This is an optimization exercise on Yosys and OpenROAD, whose aim is small area, not a production implementation. RTL that was checked went through simulation tests only; none was proved equivalent to the original. Power and IR drop assume default switching activity.

==> inputs of trial 7 <==
## ntt_bf2x2_top
module ntt_bf2x2_top (
    input  wire         clk,
    input  wire         reset_n,
    input  wire         zeroize,
    input  wire [2:0]   mode,
    input  wire         enable,
    input  wire [183:0] uvw_i,
    input  wire [275:0] pw_uvw_i,
    input  wire         accumulate,
    output wire [91:0]  uv_o,
    output wire [91:0]  pwo_uv_o,
    output wire         ready_o
);
    ntt_butterfly2x2 #(
        .REG_SIZE(23),
        .MLDSA_Q(23'd8380417)
    ) u_bf2x2 (
        .clk(clk),
        .reset_n(reset_n),
        .zeroize(zeroize),
        .mode(mode),
        .enable(enable),
        .uvw_i(uvw_i),
        .pw_uvw_i(pw_uvw_i),
        .accumulate(accumulate),
        .uv_o(uv_o),
        .pwo_uv_o(pwo_uv_o),
        .ready_o(ready_o)
    );
endmodule
export LEC_CHECK = 0
export CAP_MARGIN = 30
export CORE_MARGIN = 2
export CORE_UTILIZATION = 60
export CTS_CLUSTER_DIAMETER = 100
export CTS_CLUSTER_SIZE = 25
export PLACE_DENSITY = 0.75
export SLEW_MARGIN = 30
export SYNTH_HIERARCHICAL = 1
create_clock -name core_clock -period 11.0 [get_ports {clk}]
standard.sh (not shown) runs the stock make flow with config.mk's settings and CLKGATE_MAP_FILE= SYNTH_SCRIPT=/design/flow/synth_recipe.tcl, a recipe that flattens the netlist after the stock synthesis.
==> flow/flow/run.sh <==
#!/bin/bash
set -euo pipefail
export BUFFER_PORTS_ARGS="-buffer_cell sky130_fd_sc_hd__buf_1"
export CTS_ARGS="-sink_clustering_enable -repair_clock_nets -sink_clustering_size 25 -sink_clustering_max_diameter 100 -dont_use_dummy_load"
# make's own output; each ORFS step also writes its full log under orfs/logs/
bash standard.sh > standard_make.log 2>&1
==> trial 30 (differences from trial 7) <==
--- a/flow/design.v
+++ b/flow/design.v
@@ -1736,11 +1736,11 @@
             h1 <= ar_h; h2 <= h1; h3 <= h2; h4 <= h3;
             xa <= ({23{sx_v}} & opv[g]) | ({23{sx_g}} & umv_h);
         end
         ntt_corr_sub u_cumv (.d(umv_r), .r(umv));
         ntt_corr_add u_car  (.s(ar_r), .r(ar));
-        assign sr  = corr_sub(sr_r);
+        ntt_corr_sub u_csr  (.d(sr_r), .r(sr));
         ntt_div2 u_har (.x(ar), .r(ar_h));
         ntt_div2 u_hum (.x(umv), .r(umv_h));
         ntt_mult_reduction u_mul (.clk(clk), .a_i(xa), .b_i(mul_b), .res_o(p4));
         assign u_o[g]  = ({23{ou_ar}} & ar) | ({23{ou_d4}} & h4) | ({23{ou_p4}} & p4) | ({23{ou_umv}} & umv);
         assign v_o[g]  = ({23{ov_sr}} & sr) | ({23{ov_p4}} & p4);
==> flow/flow/run.sh (replaced) <==
#!/bin/bash
# The standard layout (the standard.sh, standard synthesis included), with
# two changes:
#  - the input and output ports are buffered with the smallest buffer cell
#    instead of the default delay-buffer cell (timing repair later resizes any
#    port buffer that needs more drive);
#  - clock tree synthesis clusters at most 16 registers within 80 um per
#    clkbuf_8 leaf buffer and inserts no dummy loads.
set -euo pipefail
export BUFFER_PORTS_ARGS="-buffer_cell sky130_fd_sc_hd__buf_1"
export CTS_ARGS="-sink_clustering_enable -repair_clock_nets -sink_clustering_size 16 -sink_clustering_max_diameter 80 -dont_use_dummy_load -buf_list sky130_fd_sc_hd__clkbuf_8"
# make's own output; each ORFS step also writes its full log under orfs/logs/
bash standard.sh > standard_make.log 2>&1
- CORE_UTILIZATION: 60 -> 70
- CTS_CLUSTER_DIAMETER: 100 -> 80
- CTS_CLUSTER_SIZE: 25 -> 16
- PLACE_DENSITY: 0.75 -> 0.85
==> comparison <==
Of trial 7 and trial 30, trial 7 has the higher maximum frequency (gap about 0.5%, measured against trial 30). First-iteration DRC count: trial 30 is lower than trial 7 (4.5%). Between trial 30 and trial 7, the lower worst setup slack is in trial 30 (gap 0.048 ns). Between trial 7 and trial 30, the lower non-clock buffer count is in trial 7 (gap 38). Of trial 30 and trial 7, trial 7 has the higher worst hold slack (gap 0.0024 ns). Between trial 30 and trial 7, the lower sequential share of layout area is in trial 7 (gap 0.24 points). Between trial 7 and trial 30, the lower clock-buffer cell count is in trial 7 (gap 55). Via count is about the same in trial 30 and trial 7. In trial 7 the combinational power is higher than in trial 30, by about 3%.


==> build 13: inputs <==
Starting RTL as in the previous note.
==> flow/config.mk <==
export PLATFORM = sky130hd
export DESIGN_NAME = ntt_bf2x2_top
export DESIGN_NICKNAME = ntt_bf2x2_top
export VERILOG_FILES = /design/flow/design.v
export SDC_FILE = /design/flow/constraint.sdc
export NUM_CORES = 4
export LEC_CHECK = 0
export CAP_MARGIN = 30
export CORE_MARGIN = 2
export CORE_UTILIZATION = 60
export CTS_CLUSTER_DIAMETER = 80
export CTS_CLUSTER_SIZE = 16
export PLACE_DENSITY = 0.75
export SLEW_MARGIN = 30
export SYNTH_HIERARCHICAL = 1
==> flow/constraint.sdc <==
create_clock -name core_clock -period 11.0 [get_ports {clk}]
set_input_delay 2.2000 -clock core_clock [delete_from_list [all_inputs] [get_ports {clk}]]
set_output_delay 2.2000 -clock core_clock [all_outputs]
set_load 0.01 [all_outputs]
==> flow/flow/run.sh <==
#!/bin/bash
# The standard layout (the standard.sh, standard synthesis included), with
# two changes:
#  - the input and output ports are buffered with the smallest buffer cell
#    instead of the default delay-buffer cell (timing repair later resizes any
#    port buffer that needs more drive);
#  - clock tree synthesis clusters at most 16 registers within 80 um per
#    clkbuf_8 leaf buffer and inserts no dummy loads.
set -euo pipefail
export BUFFER_PORTS_ARGS="-buffer_cell sky130_fd_sc_hd__buf_1"
export CTS_ARGS="-sink_clustering_enable -repair_clock_nets -sink_clustering_size 16 -sink_clustering_max_diameter 80 -dont_use_dummy_load -buf_list sky130_fd_sc_hd__clkbuf_8"
# make's own output; each ORFS step also writes its full log under orfs/logs/
bash standard.sh > standard_make.log 2>&1
==> trial 58: changes against build 13 <==
- CORE_UTILIZATION: 60 -> 70
- PLACE_DENSITY: 0.75 -> 0.85
==> impl_metrics.tcl <==
set metrics [dict create \
    grtUsageMet2_pct 58.7 \
    drt-vias-per-instance 6.27 \
    comb_power_mw 34.1 \
    ff2ff_setup_slack_ns 1.22 \
    antenna_cells 22 \
    dpl_cell_area_um2 136000 \
    p_clk_mw 3.81 \
    met3WireLength_um 42900 \
    fin_util_pct 62.9 \
    start_util_pct 60.4 \
    status "timing/DRC/antenna clean" \
    p_clk_share_pct 7.7 \
    nNonClkBuffers 976 \
]
# the run above: build 13

==> impl_metrics.tcl <==
set metrics [dict create \
    start_util_pct 70.6 \
    dpl_cell_area_um2 135000 \
    nNonClkBuffers 948 \
    grtUsageMet2_pct 68.1 \
    met3WireLength_um 44200 \
    ff2ff_setup_slack_ns 1.17 \
    comb_power_mw 35.6 \
    p_clk_share_pct 7.3 \
    status "timing/DRC/antenna clean" \
    antenna_cells 34 \
    p_clk_mw 3.73 \
]
# the run above: trial 58



==> 05-15: inputs <==
Another version of the RTL of ntt_bf2x2_top (not shown whole).
export LEC_CHECK = 0
export CAP_MARGIN = 30
export CORE_MARGIN = 2
export CORE_UTILIZATION = 70
export CTS_CLUSTER_DIAMETER = 80
export CTS_CLUSTER_SIZE = 16
export PLACE_DENSITY = 0.85
export SLEW_MARGIN = 30
export SYNTH_HIERARCHICAL = 1
create_clock -name core_clock -period 11.0 [get_ports {clk}]
Scripts as last shown in full above: flow/flow/run.sh
==> 07-06 (differences from 05-15) <==
==> flow/flow/run.sh (replaced) <==
#!/bin/bash
set -euo pipefail
export BUFFER_PORTS_ARGS="-buffer_cell sky130_fd_sc_hd__buf_1"
export CTS_ARGS="-sink_clustering_enable -repair_clock_nets -sink_clustering_size 25 -sink_clustering_max_diameter 100 -dont_use_dummy_load"
# make's own output; each ORFS step also writes its full log under orfs/logs/
bash standard.sh > standard_make.log 2>&1
Settings changed: CTS_CLUSTER_DIAMETER 80 to 100, CTS_CLUSTER_SIZE 16 to 25.
==> summary of the runs <==
07-06 completed with no timing, DRC or antenna violations. 05-15 produced a clean layout.
Between 07-06 and 05-15, the lower maximum frequency is in 07-06 (gap about 0.7%, measured against 05-15).
Setup slack: 05-15 is higher than 07-06 (74 ps).
Sequential cell count is the same in 07-06 and 05-15.
In combinational power, 05-15 and 07-06 hardly differ.
Against 05-15, the clock-buffer cell count of 07-06 is lower by 58.
Sequential power is about the same in 05-15 and 07-06.
==> figures <==
Power Density: 07-06 339.5 nW/um^2; 05-15 337.2 nW/um^2
Result of the run: 07-06 timing/DRC/antenna clean; 05-15 timing/DRC/antenna clean
Seq/total area: 07-06 31.08%; 05-15 31.16%
Layout cells sized above 1: 07-06 5.764%; 05-15 6.241%
Transition time at the pin with the least slew margin: 07-06 1098 ps; 05-15 1105 ps
Int Pwr: 07-06 25390 uW; 05-15 25020 uW
Clock Buffer Count: 07-06 101; 05-15 159
Final std cell area, no fill: 07-06 137600 um^2; 05-15 137300 um^2
Wire length of the first global-routing pass: 07-06 619600 um; 05-15 618900 um
Post-route minimum period: 07-06 10020 ps; 05-15 9942 ps
Clock distribution area overhead in the final layout: 07-06 1.837%; 05-15 1.594%
Filler cells: 07-06 12805; 05-15 12922
Final worst-path cycle share: 07-06 91.05%; 05-15 90.38%


==> maple <==
Another version of the RTL of ntt_bf2x2_top (not shown whole).
Settings: LEC_CHECK=0, CAP_MARGIN=30, CORE_MARGIN=2, CORE_UTILIZATION=35, GPL_TIMING_DRIVEN=0, PLACE_DENSITY=0.5, SLEW_MARGIN=30, SYNTH_HIERARCHICAL=1; clock period 11.0 ns.
run.sh (not shown) runs the stock make flow with config.mk's settings and CLKGATE_MAP_FILE= SYNTH_SCRIPT=/design/flow/synth_recipe.tcl, a recipe that flattens the netlist after the stock synthesis.
Stock flow here: none of the scripts above is used.
==> amber (differences from maple) <==
GPL_TIMING_DRIVEN = not set   (was 0)
==> comparison table <==
Outcome: maple complete, no violations; amber complete, no violations
Critical Path Max Stage Delay: maple 0.64 ns; amber 0.70 ns
Wire length on met2: maple 251,000 um; amber 244,000 um
Post-detailed-placement half-perimeter wirelength: maple 466,000 um; amber 436,000 um
Power per Cell Area: maple 212 nW/um^2; amber 218 nW/um^2
Number of detailed-route iterations in the first pass: maple 9; amber 10
Critical register-to-register path endpoint: maple u_bf2x2.bf_inst00.u_mul.zn[32]; amber u_bf2x2.bf_inst10.u_mul.zn[32]
Power share of the sequential group: maple 0.292; amber 0.296
Clock buffer count: maple 296; amber 318
Net switching power figure: maple 16,100 uW; amber 16,100 uW
Share of the core filled with cells: maple 0.404; amber 0.389
Switching power share of the total: maple 0.430; amber 0.432
Count of plain and timing-repair buffers: maple 1,718; amber 924
Internal cell power: maple 21,400 uW; amber 21,100 uW
Met1 Use GR: maple 0.333; amber 0.324
Worst-margin pin slew: maple 1.02 ns; amber 1.15 ns
Number of clock buffers inserted by TritonCTS: maple 237; amber 238
Max Freq: maple 92.9 MHz; amber 101 MHz
Global-route usage over all layers: maple 0.249; amber 0.243
M3 GR Usage: maple 0.0389; amber 0.0399
Last element of the critical path: maple u_bf2x2.bf_inst00.u_mul.zn[32]; amber u_bf2x2.bf_inst10.u_mul.zn[32]
Worst slack, placed: maple 0.296 ns; amber 1.05 ns
Clk network pwr share: maple 0.223; amber 0.221
Total number of cells along the worst setup path: maple 28; amber 24
Area growth from synthesis to layout: maple 15.1%; amber 10.6%
Max-slew headroom at the worst pin: maple 0.314; amber 0.225
Function was not checked in any run of this note: the RTL went through the layout flow alone.


==> inputs of trial 66 <==
Another version of the RTL of ntt_bf2x2_top (not shown whole).
// ntt_bf2x2_top
module ntt_bf2x2_top (
    input  wire         clk,
    input  wire         reset_n,
    input  wire         zeroize,
    input  wire [2:0]   mode,
    input  wire         enable,
    input  wire [183:0] uvw_i,
    input  wire [275:0] pw_uvw_i,
    input  wire         accumulate,
    output wire [91:0]  uv_o,
    output wire [91:0]  pwo_uv_o,
    output wire         ready_o
);
Settings: LEC_CHECK=0, CAP_MARGIN=30, CORE_MARGIN=2, CORE_UTILIZATION=50, CTS_CLUSTER_DIAMETER=100, CTS_CLUSTER_SIZE=25, PLACE_DENSITY=0.65, SLEW_MARGIN=30, SYNTH_HIERARCHICAL=1; clock period 11.0 ns.
==> inputs of trial 73, as changes to trial 66 <==
- CORE_UTILIZATION: 50 -> 35
- CTS_CLUSTER_DIAMETER: 100 -> unset
- CTS_CLUSTER_SIZE: 25 -> unset
- PLACE_DENSITY: 0.65 -> 0.5
==> inputs of build 7, as changes to trial 66 <==
- CORE_UTILIZATION: 50 -> 35
- CTS_BUF_LIST: unset -> sky130_fd_sc_hd__clkbuf_4 sky130_fd_sc_hd__clkbuf_8
- CTS_CLUSTER_DIAMETER: 100 -> unset
- CTS_CLUSTER_SIZE: 25 -> unset
- PLACE_DENSITY: 0.65 -> 0.5
==> inputs of trial 79, as changes to trial 66 <==
==> flow/flow/run.sh (new file) <==
#!/bin/bash
# The standard layout (the standard.sh, standard synthesis included), with
# one change: the input and output ports are buffered with the smallest
# buffer cell instead of the default delay-buffer cell. Timing repair later
# resizes any port buffer that needs more drive.
set -euo pipefail
export BUFFER_PORTS_ARGS="-buffer_cell sky130_fd_sc_hd__buf_1"
# make's own output; each ORFS step also writes its full log under orfs/logs/
bash standard.sh > standard_make.log 2>&1
==> flow/standard.sh (new file) <==
#!/bin/bash
# synth_recipe.tcl (not shown) runs the flow's synth.tcl, then flattens the netlist and writes it again
# the make line also repeats each setting of config.mk as NAME=value (left out here)
make -C /OpenROAD-flow-scripts/flow DESIGN_CONFIG=/design/flow/config.mk WORK_HOME=/design/flow/orfs CLKGATE_MAP_FILE= SYNTH_SCRIPT=/design/flow/synth_recipe.tcl "${@:-finish}"
- CORE_UTILIZATION: 50 -> 60
- PLACE_DENSITY: 0.65 -> 0.75
removed: flow/run.sh
==> flow_summary.toml <==
[cells_and_area]
seq-cell-share_pct = 26.0
final_cells = 19100
bufAreaShareNonClock_pct = 5.40
multi_input_area_share_pct = 57.1
final_util_pct = 39.0
final_nets = 16600
nClkBuffers = 285

[route]
wl_met3_um = 34400

[power_and_ir_drop]
pwr_density_cell_mw_per_mm2 = 225
p_leak_nw = 54.8
p_total_w = 0.0369
switching_share_pct = 41.6

[timing]
fin_crit_ns = 9.90

[run_status]
status = "complete, no violations"

[grt]
grt_pass1_wl_um = 742000
grt_start_max_net_pins = 102
grt_pass1_vias = 102000

[worst_setup_path]
reg2reg_slack_ns = 1.10
rr_worst_depth = 23
Source of the figures above: trial 73

==> flow_summary.toml <==
[grt]
grt_pass1_vias = 106000
grt_start_max_net_pins = 93

[timing]
fin_crit_ns = 10.14

[route]
wl_met3_um = 54500

[cells_and_area]
final_nets = 16500
multi_input_area_share_pct = 61.8
final_util_pct = 61.6
seq-cell-share_pct = 28.2
final_cells = 16300
bufAreaShareNonClock_pct = 3.01

[worst_setup_path]
reg2reg_slack_ns = 0.86
rr_worst_depth = 23

[power_and_ir_drop]
p_total_w = 0.0329
pwr_density_cell_mw_per_mm2 = 217

[run_status]
status = "complete, no violations"
Source of the figures above: trial 79

==> flow_summary.toml <==
[power_and_ir_drop]
pwr_density_cell_mw_per_mm2 = 212
switching_share_pct = 44.1
p_total_w = 0.0333
p_leak_nw = 52.4

[run_status]
status = "complete, no violations"

[worst_setup_path]
reg2reg_slack_ns = 1.0

[grt]
grt_start_max_net_pins = 135
grt_pass1_wl_um = 706000

[cells_and_area]
final_cells = 17000
multi_input_area_share_pct = 59.7
bufAreaShareNonClock_pct = 5.54
nClkBuffers = 127
seq-cell-share_pct = 27.2

[route]
wl_met3_um = 47200
Source of the figures above: trial 66

==> flow_summary.toml <==
[route]
wl_met3_um = 34900

[grt]
grt_pass1_wl_um = 745000
grt_pass1_vias = 103000

[worst_setup_path]
rr_worst_depth = 22
reg2reg_slack_ns = 1.12
cp.depth = 22

[power_and_ir_drop]
p_total_w = 0.0367
p_leak_nw = 55.2
switching_share_pct = 41.8
seq-power_w = 0.0111
pwr_density_cell_mw_per_mm2 = 223

[cells_and_area]
final_util_pct = 39.0
final_cells = 19300
final_nets = 16800
seq-cell-share_pct = 26.0
nClkBuffers = 546

[run_status]
status = "complete, no violations"

[timing]
fin_crit_ns = 9.88
Source of the figures above: build 7

-- separate check: timing with driven ports --
No port has a modelled driver above. Below, the same layouts with a new extraction and two added sets of constraints. Step 1 sets driving cells, clkbuf_16 on the clock port and buf_2 on the other inputs (assumed; they add their load-dependent delay and slew). Step 2 adds t to the input delays and takes it off the output delays; t is the mean of the earliest and latest rising clock arrival at the registers after step 1. Input paths then give back, and output paths get back, about the clock's delay inside the block. Slacks: ideal / step 1 / step 2; pairs: ideal / step 1.
| run | t (ns) | setup WS [ns] | hold slack, ns | latest minus earliest clock arrival (ns) | cell pins on the clock port's net |
|---|---|---|---|---|---|
| trial 7 | 0.875 | 1.141 / 1.141 / 1.141 | 0.274 / 0.274 / 0.274 | 0.095 / 0.095 | 1 |
| trial 30 | 1.030 | 1.093 / 1.093 / 1.093 | 0.272 / 0.272 / 0.272 | 0.102 / 0.101 | 1 |
| build 13 | 1.033 | 1.218 / 1.218 / 1.218 | 0.250 / 0.250 / 0.250 | 0.142 / 0.142 | 1 |
| trial 58 | 1.018 | 1.170 / 1.170 / 1.170 | 0.263 / 0.263 / 0.263 | 0.157 / 0.157 | 1 |
| 05-15 | 1.012 | 1.058 / 1.058 / 1.058 | 0.286 / 0.286 / 0.286 | 0.113 / 0.113 | 1 |
| 07-06 | 0.871 | 0.984 / 0.984 / 0.984 | 0.272 / 0.272 / 0.272 | 0.132 / 0.133 | 1 |
| maple | 1.054 | 0.241 / 0.241 / 0.241 | 0.280 / 0.280 / 0.280 | 0.094 / 0.094 | 1 |
| amber | 1.034 | 1.078 / 1.078 / 1.078 | 0.301 / 0.301 / 0.301 | 0.064 / 0.065 | 1 |
| trial 66 | 1.012 | 0.999 / 0.999 / 0.999 | 0.309 / 0.309 / 0.309 | 0.073 / 0.072 | 1 |
| trial 73 | 1.046 | 1.100 / 1.100 / 1.100 | 0.241 / 0.241 / 0.241 | 0.101 / 0.102 | 1 |
| build 7 | 1.171 | 1.122 / 1.122 / 1.122 | 0.247 / 0.247 / 0.247 | 0.118 / 0.119 | 1 |
| trial 79 | 0.920 | 0.857 / 0.857 / 0.857 | 0.312 / 0.312 / 0.312 | 0.070 / 0.070 | 1 |
After both steps every run listed still meets setup and hold.
